From an optimization exercise on the open Yosys and OpenROAD flow, aimed at small area; shortcuts taken in it are not production practice.
The RTL was checked by simulation tests, not by an equivalence proof against the original design.

## flow/design.v (module list and top-level ports; edited modules follow where they fit)
// module chen_cordic: 4468 lines
// module cfa: 4 lines
// module cao: 3 lines
// module hbit: 6 lines
// module cha: 4 lines
module chen_cordic #(
    parameter ROTATE_TYPE = "ROTATE",
    parameter DATABITS = 17,
    parameter ITERATIONS = 16
)(
    input clk,
    input rst_n,
    input Validin,
    input signed [DATABITS-1:0] Xin,
    input signed [DATABITS-1:0] Yin,
    input signed [17:0] Ain,
    output Validout,
    output signed [DATABITS-1:0] Xout,
    output signed [DATABITS-1:0] Yout,
    output signed [17:0] Aout
);
  // ...
==> flow/flow/run.sh <==
#!/bin/bash
# The standard layout (the standard.sh, all steps), with one change: the buffer that
# placement puts on every input and output port is a plain sky130_fd_sc_hd__buf_1 instead of
# the cell buffer_ports picks by itself (a 10 um2 delay buffer). Every port still gets its buffer.
set -euo pipefail
export BUFFER_PORTS_ARGS="-buffer_cell sky130_fd_sc_hd__buf_1"
bash standard.sh > standard.log 2>&1
==> flow/standard.sh <==
#!/bin/bash
# synth_recipe.tcl (not shown) runs the flow's synth.tcl, then flattens the netlist and writes it again
# the make line also repeats each setting of config.mk as NAME=value (left out here)
make -C /OpenROAD-flow-scripts/flow DESIGN_CONFIG=/design/flow/config.mk WORK_HOME=/design/flow/orfs CLKGATE_MAP_FILE= SYNTH_SCRIPT=/design/flow/synth_recipe.tcl "${@:-finish}"
==> flow/config.mk <==
export PLATFORM = sky130hd
export DESIGN_NAME = chen_cordic
export DESIGN_NICKNAME = chen_cordic
export VERILOG_FILES = /design/flow/design.v
export SDC_FILE = /design/flow/constraint.sdc
export NUM_CORES = 4
export LEC_CHECK = 0
export CAP_MARGIN = 20
export CORE_MARGIN = 2
export CORE_UTILIZATION = 70
export CTS_BUF_LIST = sky130_fd_sc_hd__clkbuf_4
export CTS_CLUSTER_DIAMETER = 40
export CTS_CLUSTER_SIZE = 10
export SLEW_MARGIN = 20
export SYNTH_HIERARCHICAL = 1
export SYNTH_MINIMUM_KEEP_SIZE = 0
==> flow/constraint.sdc <==
create_clock -name core_clock -period 6.5 [get_ports {clk}]
set_input_delay 1.3000 -clock core_clock [delete_from_list [all_inputs] [get_ports {clk}]]
set_output_delay 1.3000 -clock core_clock [all_outputs]
set_load 0.01 [all_outputs]
==> reports/results.ini, run 1 <==
[run_status]
status = finished clean

[finish]
largest_reg_flops = 11
final_cell_mix = 542 x dfxtp_1, 440 x fa_1, 414 x xor2_1, 311 x ha_1, 201 x a21o_1
final_area_sq_um = 35900

[floorplan]
start_util_pct = 70.5

[route]
dr_wl_met2_um = 30100
drc = 0

[global_routing]
gr-max-usage-layer = met2
use_met3_pct = 4.43

[clocking]
clk_latency_ns = 0.85
cts_inserted_buffers = 84

[critical_path]
critPathArrivalTime_ns = 7.05
crit_slowest_cell = fa_2
crit_buf_inv = 0

[placed_design]
placedCellCount = 3260

[synth]
yosysTopAreaCell = dfxtp_1
yosysWarnings = 7
synth-edff-count = 0

[sta]
min_period_ns = 6.33
skew_ns = 0.0613
tns_ns = 0

[run]
cap_violations = 0

==> inputs of run 2 (changes only) <==
--- a/flow/config.mk
+++ b/flow/config.mk
@@ -8,9 +8,9 @@
 export CAP_MARGIN = 20
 export CORE_MARGIN = 2
 export CORE_UTILIZATION = 70
-export CTS_BUF_LIST = sky130_fd_sc_hd__clkbuf_4
-export CTS_CLUSTER_DIAMETER = 40
-export CTS_CLUSTER_SIZE = 10
+export CTS_BUF_LIST = sky130_fd_sc_hd__clkbuf_16
+export CTS_CLUSTER_DIAMETER = 80
+export CTS_CLUSTER_SIZE = 36
 export SLEW_MARGIN = 20
 export SYNTH_HIERARCHICAL = 1
 export SYNTH_MINIMUM_KEEP_SIZE = 0
==> run 2 against run 1 <==
Compared with the run above:
- die area stayed put
- clock skew is 0.037 ns lower
- synthesized area stayed put
- design area is 0.29% higher
- critical path type unchanged
==> reports/results.ini, run 2 <==
[sta]
max_freq_ghz = 0.157
skew_ns = 0.0239  ; -0.0374 ns
hold_viol = 0
fin_hold_ws_ns = 0.322
relSlewSlack_pct = 41.9
setup_viol = 0
worst_slew_pin_slew_ns = 0.870
fin_crit_sh_pct = 97.9
worst_slack_ns = 0.139
slew_viol_final = 0
min_period_ns = 6.36  ; +0.0333 ns

[clocking]
ctsLongestPathBuffers = 3
cts.clk_slew.worst_paths_ns = 0.10
root_buffer = clkbuf_16
cts_tree = built
cts_inserted_buffers = 31  ; -63%
holdBufCountCts = 0
clk_latency_ns = 0.61  ; -0.24 ns
clkSinkCount = 548
cts.htree.levels = 1

[synth]
synth_top_area_share_pct = 32.8
synth.net_count = 3405
synth_mux_area_share_pct = 0.0898
yosysWarnings = 7  ; unchanged
synth-edff-count = 0  ; unchanged
synth_top_family_by_area = adder cells
yosys-top-cells-area = dfxtp_1 33%, fa_1 28%, ha_1 12%
post-synth-top-count-cell = dfxtp_1
synth_simple_gate_area_share_pct = 1.51
synth_commonest_cells = 548 x dfxtp_1, 465 x fa_1, 419 x xor2_1
synth_ff_type = dfxtp_1
ys_seq_area_share_pct = 32.8
synth-compound-area-share_pct = 6.49
synth_area_sq_um = 33400
postSynthAreaPerCell_sq_um = 13.0
synth.ff_latch_count = 548
yosys.area_share.adder_pct = 39.5
yosysTopAreaCell = dfxtp_1
yosys.area_share.xor_xnor_pct = 16.5
async_reset_ff_share_pct = 0
synth_cells = 2574
ys_types = 58

[route]
viasPerCell = 5.23
antenna_left = 0
routedWlPerCell_um = 16.7
drt_iter0_drc = 554
first_pass_iters = 5
drc = 0  ; unchanged
via_count = 17371
drt_wl_total_um = 55600

[critical_path]
r2r_end = r11_n1266_s
reg2reg_slack_ns = 0.14
worstPathRequired_ns = 7.00
worstPathMaxFanout = 2
end_kind = flop
startpoint_type = flop
critPathArrivalTime_ns = 6.87  ; -0.18 ns
r2r_cells = 20
critical_path_class = reg -> reg
worstReg2RegStart = r10_n966_s

[hold_path]
holdCritPathClass = reg -> reg
hp-start = r8_n16_w_0
hold_end = r9_n16_w_0
hold_path_depth = 0

[finish]
synthToLayoutAreaGrowth_pct = 7.60
largest-register = vld
drive_gt1_share_pct = 6.61
antennaDiodeCount = 0
nets = 3514
largest_reg_flops = 11  ; unchanged
final_cell_mix = 542 x dfxtp_1, 441 x fa_1, 410 x xor2_1, 310 x ha_1, 201 x a21o_1
final_common_cell = dfxtp_1

[placed_design]
io_buffer_count = 107
gp_congestion = 0.846
place_hpwl_um = 46500
post-place-ws_ns = -0.117

[floorplan]
core_sq_um = 47400
io_pins = 108
start_util_pct = 70.5  ; unchanged
dieArea_sq_um = 49500
rows = 80
die_w_um = 223
die_h_um = 223

[global_routing]
grt_max_degree = 37
grt_overflow = 0
first_global_vias = 19722
grt_antenna_before_repair = 0
grt_usage_pct = 24.0
grt_pass1_wl_um = 96000

[run]
cap_violations = 0  ; unchanged

[run_status]
status = finished clean

run 2: timing repair:
action,4_1_cts,5_1_grt
pin swaps,0,7
resized for setup,4,42
endpoints found under the setup margin,3,21
setup buffers,0,5
run 2: metrics by stage:
stage / instance area [sq um] / setup TNS, ns / instances / util [%]
2_1_floorplan: 33400 / 0 / 2574 / -
3_3_place_gp: 34500 / -0.0275 / 3260 / 72.7
3_5_place_dp: 34500 / -0.149 / 3260 / 72.7
4_1_cts: 35700 / 0 / 3317 / 75.3
5_1_grt: 36000 / -0.00826 / 3322 / 75.8
6_report: 36000 / 0 / 3322 / 75.8
run 2: cell type report:
type / count / area (sq um)
Tap cell: 615 / 769
Timing Repair Buffer: 166 / 845
Sequential cell: 548 / 11000
Clock buffer: 31 / 776
Fill cell: 3096 / 11500
Multi-Input combinational cell: 1802 / 21600
Clock inverter: 26 / 460
Inverter: 134 / 503
run 2: Yosys stat by module, one instance, submodules excluded:
module       times used  cells
cfa                 462      1
hbit                192      1
cao                 192      1
chen_cordic           1   1482
cha                 246      1
run 2: cell families after synthesis:
| logic type | count (synthesis) |
|---|---|
| xor gates and xnor gates | 627 |
| buffers and inverters | 224 |
| muxes | 3 |
| DFF | 548 |
| AOI/OAI and AO/OA | 296 |
| and+or+nand+nor | 100 |
| adders and majority gates | 776 |
run 2: how the worst max path moves through the flow:
stage / startpoint / to / slack, ns
global placement: r10_n966_s / r11_n1266_s / -0.03
floorplan: r10_n966_s / r11_n1266_s / 0.03
finish: r10_n966_s / r11_n1266_s / 0.14
detailed placement: r10_n966_s / r11_n1266_s / -0.12
CTS: r10_n966_s / r11_n1266_s / 0.009
global route: r10_n966_s / r11_n1266_s / -0.006
run 2: routing by layer:
metal  GRT usage (%)  vias up  routed length, um
met1            30.0     8680              22900
li1                -     8463                  -
met5               0        -                  0
met2            45.2      153              30300
met3            2.61       75               1250
met4            4.63        0               1070
run 2: critical path: stages, from the launching register on:
cell and delay, ns:
dfxtp_2 0.34, inv_2 0.05, fa_1 0.43, fa_2 0.35, fa_2 0.35, fa_1 0.38
fa_2 0.35, fa_2 0.34, fa_1 0.36, ha_1 0.20, fa_1 0.37, ha_1 0.21
fa_1 0.39, fa_2 0.36, ha_1 0.20, ha_1 0.19, fa_1 0.37, ha_1 0.20
ha_1 0.19, fa_1 0.37, ha_1 0.28
==> inputs of run 3 (changes only) <==
--- a/flow/config.mk
+++ b/flow/config.mk
@@ -8,9 +8,9 @@
 export CAP_MARGIN = 20
 export CORE_MARGIN = 2
 export CORE_UTILIZATION = 70
-export CTS_BUF_LIST = sky130_fd_sc_hd__clkbuf_16
-export CTS_CLUSTER_DIAMETER = 80
-export CTS_CLUSTER_SIZE = 36
+export CTS_BUF_LIST = sky130_fd_sc_hd__clkbuf_8
+export CTS_CLUSTER_DIAMETER = 60
+export CTS_CLUSTER_SIZE = 20
 export SLEW_MARGIN = 20
 export SYNTH_HIERARCHICAL = 1
 export SYNTH_MINIMUM_KEEP_SIZE = 0
==> run 3 against run 2 <==
Compared with the run above:
- sequential cell count unchanged
- final cell count grew 0.27%
- critical path depth is 5 lower
- synthesized area unchanged
- worst hold slack improved by 0.014 ns
- synthesized cell count unchanged
- register-to-register slack barely moved
- critical path type unchanged
- critical endpoint is now r6_n669_s
- highest routed layer unchanged
==> reports/results.ini, run 3 <==
[finish]
drive_gt1_share_pct = 6.45  ; -0.17 points
final_cell_mix = 542 x dfxtp_1, 441 x fa_1, 417 x xor2_1, 311 x ha_1, 201 x a21o_1
largest_reg_flops = 11  ; unchanged
synthToLayoutAreaGrowth_pct = 6.19
final_common_cell = dfxtp_1
final_area_sq_um = 35500  ; -1.3%
fin_util_pct = 74.8  ; -0.99 points
nets = 3522  ; +0.23%
largest-register = vld

[synth]
synth_top_area_share_pct = 32.8  ; unchanged
async_reset_ff_share_pct = 0  ; unchanged
synth_cells = 2574  ; unchanged
yosys-top-cells-area = dfxtp_1 33%, fa_1 28%, ha_1 12%
synth_commonest_cells = 548 x dfxtp_1, 465 x fa_1, 419 x xor2_1
ys_types = 58  ; unchanged
yosysWarnings = 7  ; unchanged
synth.net_count = 3405  ; unchanged
post-synth-top-count-cell = dfxtp_1
synth.ff_latch_count = 548  ; unchanged
synth_area_sq_um = 33400  ; unchanged
yosysTopAreaCell = dfxtp_1
postSynthAreaPerCell_sq_um = 13.0  ; unchanged
synth_ff_type = dfxtp_1
ys_seq_area_share_pct = 32.8  ; unchanged
synth-edff-count = 0  ; unchanged

[critical_path]
r2r_cells = 15  ; -25%
critPathMaxStageDelay_ns = 0.57  ; +0.14 ns
worst-path-stages = 15  ; -25%
worstPathMaxFanout = 2  ; unchanged
cp-startpoint = r5_n579_s
startpoint_type = flop
path_common_cell = fa_1
reg2reg_slack_ns = 0.14  ; about the same
path_cells = fa_1, fa_1, fa_1, fa_1, fa_2, fa_2, fa_1, fa_1, fa_2, xor2_1, fa_1, fa_1, fa_1, fa_1, fa_1
end_kind = flop
worstReg2RegStart = r5_n579_s
r2r_end = r6_n669_s
crit_buf_inv = 0  ; -1
cpLargestDelayFamily = adder cells
worstPathRequired_ns = 7.05  ; +0.05 ns
critPathArrivalTime_ns = 6.91  ; +0.04 ns
critical_path_class = reg -> reg
crit_slowest_cell = fa_2
crit_end = r6_n669_s

[sta]
fin_hold_ws_ns = 0.336  ; +0.0139 ns
slew_viol_final = 0  ; unchanged
hold_viol = 0  ; unchanged
max_freq_ghz = 0.157  ; about the same
fin_crit_sh_pct = 97.9  ; about the same
skew_ns = 0.0291  ; +0.00520 ns
setup_viol = 0  ; unchanged
worst_slew_pin_slew_ns = 0.809  ; -0.0612 ns
relSlewSlack_pct = 46.0  ; +4.1 points
min_period_ns = 6.36  ; +0.000914 ns

[floorplan]
dieArea_sq_um = 49500  ; unchanged
core_sq_um = 47400  ; unchanged
io_pins = 108  ; unchanged
die_w_um = 223  ; unchanged
die_h_um = 223  ; unchanged
start_util_pct = 70.5  ; unchanged
rows = 80  ; unchanged

[global_routing]
grt_max_degree = 33  ; -11%
grt_antenna_before_repair = 1  ; +1
first_global_vias = 19797  ; +0.38%
grt_pass1_wl_um = 95700  ; -0.32%
grt_overflow = 0  ; unchanged
grt_usage_pct = 24.1  ; +0.080 points

[hold_path]
hold_path_depth = 0  ; unchanged
hp-start = r4_n16_w_6
holdCritPathClass = reg -> reg

[clocking]
ctsLongestPathBuffers = 3  ; unchanged
holdBufCountCts = 0  ; unchanged
cts_inserted_buffers = 41  ; +32%
clk_latency_ns = 0.66  ; +0.05 ns
cts_tree = built
cts.htree.levels = 2  ; +1
clkSinkCount = 548  ; unchanged
cts.clk_slew.worst_paths_ns = 0.12  ; +0.02 ns
root_buffer = clkbuf_8

[run]
cap_violations = 0  ; unchanged

[placed_design]
place_area_sq_um = 34500  ; unchanged
place_hpwl_um = 46500  ; unchanged
gp_congestion = 0.846  ; unchanged
io_buffer_count = 107  ; unchanged

[route]
routedWlPerCell_um = 16.5  ; -1.2%
drc = 0  ; unchanged
drt_iter0_drc = 465  ; -16%
via_count = 17403  ; +0.18%
antenna_left = 0  ; unchanged
drt_wl_total_um = 55100  ; -0.89%
viasPerCell = 5.22  ; about the same
first_pass_iters = 5  ; unchanged

[run_status]
status = finished clean

-- run 3: cell count changes in the layout (fill, tap and decap cells not counted), moves of 5 or more --
cell | before | now
xor2_1 | 410 | 417
clkinvlp_4 | 1 | 6
clkbuf_8 | 0 | 45
inv_16 | 7 | 0
clkbuf_16 | 31 | 0
xor2_2 | 9 | 2
-- run 3: cell type report --
| type | instances | area, sq um |
|---|---|---|
| repair buffers | 164 | 830 |
| diodes | 1 | 2.50 |
| clock buffers | 45 | 619 |
| well taps | 615 | 769 |
| clock inverters | 22 | 240 |
| fillers | 3175 | 12000 |
| multi-input cells | 1802 | 21600 |
| flip-flops and latches | 548 | 11000 |
| inverters | 134 | 503 |
-- run 3: through the flow --
stage | setup TNS [ns] | instances | setup WS [ns]
after detailed placement | -0.149 | 3260 | -0.117
after CTS | 0 | 3327 | 0.0193
after floorplan | 0 | 2574 | 0.0333
final | 0 | 3331 | 0.138
after global placement | -0.0275 | 3260 | -0.0275
after global routing | -0.00594 | 3331 | -0.00594
-- run 3: how the worst min path moves through the flow --
stage	end	slack (ns)
final	r5_n16_w_6	0.34
after global routing	r6_n16_w_3	0.35
after CTS	r6_n16_w_3	0.34
after detailed placement	r6_n16_w_5	0.31
after global placement	r4_n16_w_1	0.31
after floorplan	r10_n16_w_0	0.31
-- run 3: kinds of logic after synthesis --
group	Yosys count	synth area share, %
buf+inv	224	3.11
fa+ha+maj	776	39.5
xor+xnor	627	16.5
simple gates	100	1.51
compound gates	296	6.49
flops	548	32.8
mux	3	0.0898
-- run 3: metal layers --
metal  up-vias  GRT usage, %  part of all wire [%]
met2       169          44.5                    54
met3        85          4.07                   3.2
met4         0          5.65                   2.1
met5         -             0                     0
li1       8473             -                     -
met1      8676          29.4                    41
-- run 3: timing repair --
item	CTS	global route
setup buffers	0	3
gates resized for setup	5	31
setup endpoints to repair	3	13
pin swaps	0	5
-- run 3: modules after synthesis (local to each module, per instance) --
| module | cell area, sq um | flip-flops and latches | cells inside | copies in the design |
|---|---|---|---|---|
| cao | 7.51 | 0 | 1 | 192 |
| cha | 12.5 | 0 | 1 | 246 |
| hbit | 8.76 | 0 | 1 | 192 |
| chen_cordic | 18000 | 548 | 1482 | 1 |
| cfa | 20.0 | 0 | 1 | 462 |
==> inputs of run 4 (changes only) <==
--- a/flow/config.mk
+++ b/flow/config.mk
@@ -9,8 +9,8 @@
 export CORE_MARGIN = 2
 export CORE_UTILIZATION = 70
 export CTS_BUF_LIST = sky130_fd_sc_hd__clkbuf_8
-export CTS_CLUSTER_DIAMETER = 60
-export CTS_CLUSTER_SIZE = 20
+export CTS_CLUSTER_DIAMETER = 70
+export CTS_CLUSTER_SIZE = 18
 export SLEW_MARGIN = 20
 export SYNTH_HIERARCHICAL = 1
 export SYNTH_MINIMUM_KEEP_SIZE = 0
==> run 4 against run 3 <==
Compared with the run above:
- still clean on timing, DRC and antenna
- wire length rose by 0.16%
- via count fell by 0.26%
- critical path type unchanged
- critical endpoint unchanged
==> reports/results.ini, run 4 <==
[sta]
setup_viol = 0  ; unchanged
slew_viol_final = 0  ; unchanged
max_freq_ghz = 0.157  ; about the same
worst_slew_pin_slew_ns = 0.861  ; +0.0515 ns
fin_crit_sh_pct = 97.9  ; about the same
min_period_ns = 6.36  ; -0.000756 ns
relSlewSlack_pct = 42.6  ; -3.4 points
hold_viol = 0  ; unchanged
skew_ns = 0.0340  ; +0.00484 ns

[synth]
synth_top_area_share_pct = 32.8  ; unchanged
ys_types = 58  ; unchanged
post-synth-top-count-cell = dfxtp_1
synth_ff_type = dfxtp_1
ys_seq_area_share_pct = 32.8  ; unchanged
synth-edff-count = 0  ; unchanged
yosys-top-cells-area = dfxtp_1 33%, fa_1 28%, ha_1 12%
synth.net_count = 3405  ; unchanged
yosysTopAreaCell = dfxtp_1
synth_cells = 2574  ; unchanged
async_reset_ff_share_pct = 0  ; unchanged
synth.ff_latch_count = 548  ; unchanged
postSynthAreaPerCell_sq_um = 13.0  ; unchanged
synth_commonest_cells = 548 x dfxtp_1, 465 x fa_1, 419 x xor2_1
yosysWarnings = 7  ; unchanged
synth_area_sq_um = 33400  ; unchanged

[finish]
final_common_cell = dfxtp_1
largest-register = vld
antennaDiodeCount = 0  ; -1
fin_util_pct = 74.6  ; -0.22 points
final_area_sq_um = 35400  ; -0.29%
largest_reg_flops = 11  ; unchanged
drive_gt1_share_pct = 6.29  ; -0.16 points
fillers = 3193  ; +0.57%
final_cell_mix = 542 x dfxtp_1, 443 x fa_1, 411 x xor2_1, 311 x ha_1, 201 x a21o_1
nets = 3519  ; -0.085%
synthToLayoutAreaGrowth_pct = 5.88

[global_routing]
first_global_vias = 19762  ; -0.18%
grt_usage_pct = 24.0  ; -0.059 points
grt_overflow = 0  ; unchanged
grt_antenna_before_repair = 0  ; -1
grt_pass1_wl_um = 95600  ; -0.12%
grt_max_degree = 33  ; unchanged

[floorplan]
rows = 80  ; unchanged
dieArea_sq_um = 49500  ; unchanged
die_w_um = 223  ; unchanged
die_h_um = 223  ; unchanged
start_util_pct = 70.5  ; unchanged
io_pins = 108  ; unchanged
core_sq_um = 47400  ; unchanged

[route]
antenna_left = 0  ; unchanged
drc = 0  ; unchanged
routedWlPerCell_um = 16.6  ; +0.55%
first_pass_iters = 5  ; unchanged
drt_iter0_drc = 508  ; +9.2%
via_count = 17358  ; -0.26%
viasPerCell = 5.23  ; +0.13%
drt_wl_total_um = 55200  ; +0.16%

[hold_path]
holdCritPathClass = reg -> reg
hold_path_depth = 0  ; unchanged

[clocking]
clkSinkCount = 548  ; unchanged
clk_latency_ns = 0.66  ; about the same
root_buffer = clkbuf_8
cts_inserted_buffers = 39  ; -4.9%
cts_tree = built
cts.htree.levels = 2  ; unchanged
cts.clk_slew.worst_paths_ns = 0.11  ; about the same
ctsLongestPathBuffers = 3  ; unchanged
holdBufCountCts = 0  ; unchanged

[run]
cap_violations = 0  ; unchanged

[critical_path]
critical_path_class = reg -> reg
end_kind = flop
crit_slowest_cell = fa_2
r2r_cells = 15  ; unchanged
critPathArrivalTime_ns = 6.90  ; about the same
startpoint_type = flop
path_cells = fa_1, fa_1, fa_1, fa_1, fa_2, fa_2, fa_1, fa_1, fa_2, xor2_1, fa_1, fa_1, fa_1, fa_1, fa_1
worstPathMaxFanout = 2  ; unchanged
path_common_cell = fa_1
critPathMaxStageDelay_ns = 0.57  ; about the same
worstPathRequired_ns = 7.04  ; about the same

[placed_design]
io_buffer_count = 107  ; unchanged
place_hpwl_um = 46500  ; unchanged
place_area_sq_um = 34500  ; unchanged
gp_congestion = 0.846  ; unchanged

[run_status]
status = finished clean

## run 4: cell counts after synthesis
Identical to the previous run, type by type.
## run 4: critical path: cells and delay by family (launching register included)
family / cells / cell delay (ns)
xor gates and xnor gates: 1 / 0.09
DFF: 1 / 0.33
adders and majority gates: 14 / 5.82
## run 4: per-stage QoR
stage,cells,hold slack (ns),setup WS [ns],setup TNS [ns]
finish,3318,0.332,0.139,0
global route,3318,0.338,-0.0242,-0.0242
CTS,3316,0.333,0.0225,0
detailed placement,3260,0.313,-0.117,-0.149
global placement,3260,0.311,-0.0275,-0.0275
floorplan,2574,0.310,0.0333,0
## run 4: repair_timing
item                       in CTS  in global routing
pin swaps                       0                  6
setup endpoints to repair       3                 17
gates resized for setup         6                 35
buffers inserted                0                  2
## run 4: cells by family after synthesis
| group | after synthesis | synth area share, % |
|---|---|---|
| simple gates | 100 | 1.51 |
| compound gates | 296 | 6.49 |
| fa+ha+maj | 776 | 39.5 |
| mux | 3 | 0.0898 |
| flops | 548 | 32.8 |
| buf+inv | 224 | 3.11 |
| xor+xnor | 627 | 16.5 |
## run 4: area by class of cell
cell class | count | area (sq um) | area share [%]
Sequential cell | 548 | 11000 | 31.0
Clock buffer | 43 | 592 | 1.67
Inverter | 134 | 503 | 1.42
Multi-Input combinational cell | 1802 | 21600 | 61.0
Tap cell | 615 | 769 | 2.17
Clock inverter | 13 | 128 | 0.361
Timing Repair Buffer | 163 | 822 | 2.32
## run 4: layer usage
layer  routed length [um]  global-route usage, %  vias up
li1                     -                      -     8449
met1                22700                   29.8     8665
met2                29900                   44.4      163
met3                 1460                   3.03       81
met4                 1160                   6.32        0
met5                    0                      0        -
## run 4: worst paths after layout
path | from | to | slack, ns
min | r6_n16_w_1 | r7_n16_w_1 | 0.33
max | r5_n579_s | r6_n669_s | 0.14
max reg2reg | r5_n579_s | r6_n669_s | 0.14
min reg2reg | r6_n16_w_1 | r7_n16_w_1 | 0.33
## run 4: per-module statistics from Yosys (local to each module, per instance)
module,cells,flip-flops and latches,times used
chen_cordic,1482,548,1
cfa,1,0,462
cha,1,0,246
hbit,1,0,192
cao,1,0,192
==> inputs of run 5 (changes only) <==
==> flow/run.sh (new file) <==
#!/bin/bash
# synth_recipe.tcl (not shown) runs the flow's synth.tcl, then flattens the netlist and writes it again
# the make line also repeats each setting of config.mk as NAME=value (left out here)
make -C /OpenROAD-flow-scripts/flow DESIGN_CONFIG=/design/flow/config.mk WORK_HOME=/design/flow/orfs CLKGATE_MAP_FILE= SYNTH_SCRIPT=/design/flow/synth_recipe.tcl finish
--- a/flow/config.mk
+++ b/flow/config.mk
@@ -9,8 +9,8 @@
 export CORE_MARGIN = 2
 export CORE_UTILIZATION = 70
 export CTS_BUF_LIST = sky130_fd_sc_hd__clkbuf_8
-export CTS_CLUSTER_DIAMETER = 70
-export CTS_CLUSTER_SIZE = 18
+export CTS_CLUSTER_DIAMETER = 60
+export CTS_CLUSTER_SIZE = 20
 export SLEW_MARGIN = 20
 export SYNTH_HIERARCHICAL = 1
 export SYNTH_MINIMUM_KEEP_SIZE = 0
removed: flow/flow/run.sh
removed: flow/standard.sh
==> run 5 against run 4 <==
Compared with the run above:
- critical path depth is the same
- sequential share of layout area fell by 0.89 points
- design area is 2.9% higher
- synthesized cell count stayed put
- critical path type unchanged
- worst hold slack better by 0.0057 ns
- via count rose by 1.3%
- largest cell class unchanged
- register-to-register slack got worse by 0.06 ns
- final cell count rose by 0.93%
==> reports/results.ini, run 5 <==
[run_status]
status = finished clean

[route]
via_count = 17577  ; +1.3%
drt_wl_total_um = 56500  ; +2.4%
viasPerCell = 5.25  ; +0.32%
routedWlPerCell_um = 16.9  ; +1.5%
antenna_left = 0  ; unchanged
drt_iter0_drc = 532  ; +4.7%
drc = 0  ; unchanged
first_pass_iters = 4  ; -1

[floorplan]
dieArea_sq_um = 49500  ; unchanged
core_sq_um = 47400  ; unchanged
die_h_um = 223  ; unchanged
rows = 80  ; unchanged
start_util_pct = 70.5  ; unchanged
io_pins = 108  ; unchanged
die_w_um = 223  ; unchanged

[sta]
min_period_ns = 6.42  ; +0.0629 ns
skew_ns = 0.0295  ; -0.00452 ns
hold_viol = 0  ; unchanged
max_freq_ghz = 0.156  ; -0.98%
fin_crit_sh_pct = 98.8  ; +0.97 points
worst_slack_ns = 0.0763  ; -0.0629 ns
tns_ns = 0  ; unchanged
worst_slew_pin_slew_ns = 1.00  ; +0.139 ns
slew_viol_final = 0  ; unchanged
relSlewSlack_pct = 33.3  ; -9.3 points
setup_viol = 0  ; unchanged

[clocking]
cts.htree.levels = 2  ; unchanged
clkSinkCount = 548  ; unchanged
root_buffer = clkbuf_8
clk_latency_ns = 0.66  ; about the same
cts_tree = built
cts_inserted_buffers = 44  ; +13%
cts.clk_slew.worst_paths_ns = 0.12  ; about the same
ctsLongestPathBuffers = 3  ; unchanged

[placed_design]
place_area_sq_um = 35200  ; +2.1%
post-place-ws_ns = -0.155  ; -0.0377 ns
gp_congestion = 0.838  ; -0.93%
io_buffer_count = 107  ; unchanged
place_hpwl_um = 46800  ; +0.54%
placedCellCount = 3267  ; +0.21%

[synth]
ys_seq_area_share_pct = 32.8  ; unchanged
yosysTopAreaCell = dfxtp_1
yosysWarnings = 7  ; unchanged
synth_cells = 2574  ; unchanged
synth_area_sq_um = 33400  ; unchanged
synth-edff-count = 0  ; unchanged
postSynthAreaPerCell_sq_um = 13.0  ; unchanged
synth.net_count = 3405  ; unchanged
async_reset_ff_share_pct = 0  ; unchanged
synth_ff_type = dfxtp_1
synth.ff_latch_count = 548  ; unchanged
ys_types = 58  ; unchanged
post-synth-top-count-cell = dfxtp_1
synth_commonest_cells = 548 x dfxtp_1, 465 x fa_1, 419 x xor2_1
yosys-top-cells-area = dfxtp_1 33%, fa_1 28%, ha_1 12%
synth_top_area_share_pct = 32.8  ; unchanged

[hold_path]
holdCritPathClass = reg -> reg

[global_routing]
grt_usage_pct = 24.5  ; +0.52 points
grt_max_degree = 33  ; unchanged
grt_antenna_before_repair = 2  ; +2
grt_pass1_wl_um = 97800  ; +2.3%
first_global_vias = 19958  ; +0.99%
grt_overflow = 0  ; unchanged

[critical_path]
critical_path_class = reg -> reg
startpoint_type = flop
end_kind = flop
critPathArrivalTime_ns = 6.96  ; +0.06 ns
worstPathRequired_ns = 7.04  ; about the same
worstPathMaxFanout = 2  ; unchanged

[finish]
final_area_sq_um = 36400  ; +2.9%
drive_gt1_share_pct = 7.14  ; +0.85 points
synthToLayoutAreaGrowth_pct = 8.99
largest-register = vld
regArea_sq_um = 11000  ; about the same
final_cell_mix = 545 x dfxtp_1, 441 x fa_1, 415 x xor2_1, 310 x ha_1, 201 x a21o_1
largest_reg_flops = 11  ; unchanged
nets = 3532  ; +0.37%
final-instance-count-excl-fill = 3349  ; +0.93%
fillers = 3094  ; -3.1%
multi_input_area_sq_um = 21600  ; about the same
final_common_cell = dfxtp_1

[run]
cap_violations = 0  ; unchanged

-- run 5: worst paths after layout --
check	start	to	slack [ns]	cells after the start
max	r3_n376_c	r4_n500_s	0.08	15
min	r9_n16_w_0	r10_n16_w_0	0.34	0
max reg2reg	r3_n376_c	r4_n500_s	0.08	15
min reg2reg	r9_n16_w_0	r10_n16_w_0	0.34	0
-- run 5: area by class of cell --
type	count	share of cell area, %
well taps	615	2.11
diodes	1	0.00687
clock inverters	31	1.09
inverters	134	1.38
repair buffers	171	4.26
clock buffers	47	1.78
multi-input cells	1802	59.3
flip-flops and latches	548	30.1
-- run 5: Yosys stat by module, one instance, submodules excluded --
module / cells / times used / flops+latches
cfa: 1 / 462 / 0
chen_cordic: 1482 / 1 / 548
cha: 1 / 246 / 0
hbit: 1 / 192 / 0
cao: 1 / 192 / 0
-- run 5: cells by family (layout without fill, tap and decap cells) --
group / Yosys count / in the layout / synth area share [%]
AO/OA/AOI/OAI: 296 / 296 / 6.49
XOR/XNOR: 627 / 627 / 16.5
adder cells (fa/ha/maj): 776 / 776 / 39.5
buffers and inverters: 224 / 383 / 3.11
flip-flops: 548 / 548 / 32.8
multiplexers: 3 / 3 / 0.0898
other: 0 / 1 / 0
AND/OR/NAND/NOR: 100 / 100 / 1.51
-- run 5: worst max-delay path, cell delays in order (launching register included) --
cell     delay [ns]
dfxtp_1        0.34
fa_2           0.40
fa_2           0.38
fa_1           0.44
fa_1           0.42
fa_2           0.59
xor2_1         0.21
fa_2           0.50
xor2_1         0.19
fa_1           0.43
fa_1           0.39
fa_1           0.39
fa_1           0.39
fa_1           0.42
fa_1           0.40
fa_1           0.43
-- run 5: through the flow --
stage	hold WS (ns)	utilization (%)
floorplan	0.310	-
global placement	0.311	74.2
detailed placement	0.312	74.2
CTS	0.339	76.5
global route	0.340	76.8
finish	0.337	76.8
-- run 5: timing repair --
action | in CTS | in global routing
pin swaps | 0 | 5
gates resized for setup | 6 | 32
hold buffers | 0 | 0
setup endpoints to repair | 4 | 18
setup buffers | 0 | 3
-- run 5: routing by layer --
layer	wire, um	part of all wire, %	GRT usage [%]	vias to the layer above
li1	-	-	-	8519
met1	23300	41	30.6	8796
met2	30500	54	45.2	188
met3	1560	2.8	3.08	74
met4	1120	2.0	6.30	0
met5	0	0	0	-

==> port drivers added, routing unchanged <==
The flow's constraints put no driver on any port. The routed layouts listed below were extracted and timed again, unchanged, in two steps. Step 1 assumes that a clkbuf_16 drives the clock port and a buf_2 every other input. Step 2 moves the port delays by t, midway between the first and last clock arrival at a register: inputs arrive t later, outputs are due t later. That takes back most of the time a late clock gives input paths. Three values: ideal, step 1, step 2; two values: the first two.
run | shift t [ns] | setup slack, ns | worst setup path after step 2 | worst data-port slew with drivers (ns)
run 1 | 0.876 | 0.173 / 0.173 / 0.158 | input to register | 0.07
run 2 | 0.662 | 0.139 / 0.139 / 0.139 | register to register | 0.07
run 3 | 0.696 | 0.138 / 0.138 / 0.138 | register to register | 0.07
run 4 | 0.693 | 0.139 / 0.139 / 0.139 | register to register | 0.07
run 5 | 0.699 | 0.076 / 0.076 / -0.135 | input to register | 0.06
Met with ideal ports but missed after step 2: setup timing in run 5. The setup slack of run 5, which loses most, moves by 0.000 ns with the drivers and by -0.211 ns with both steps.
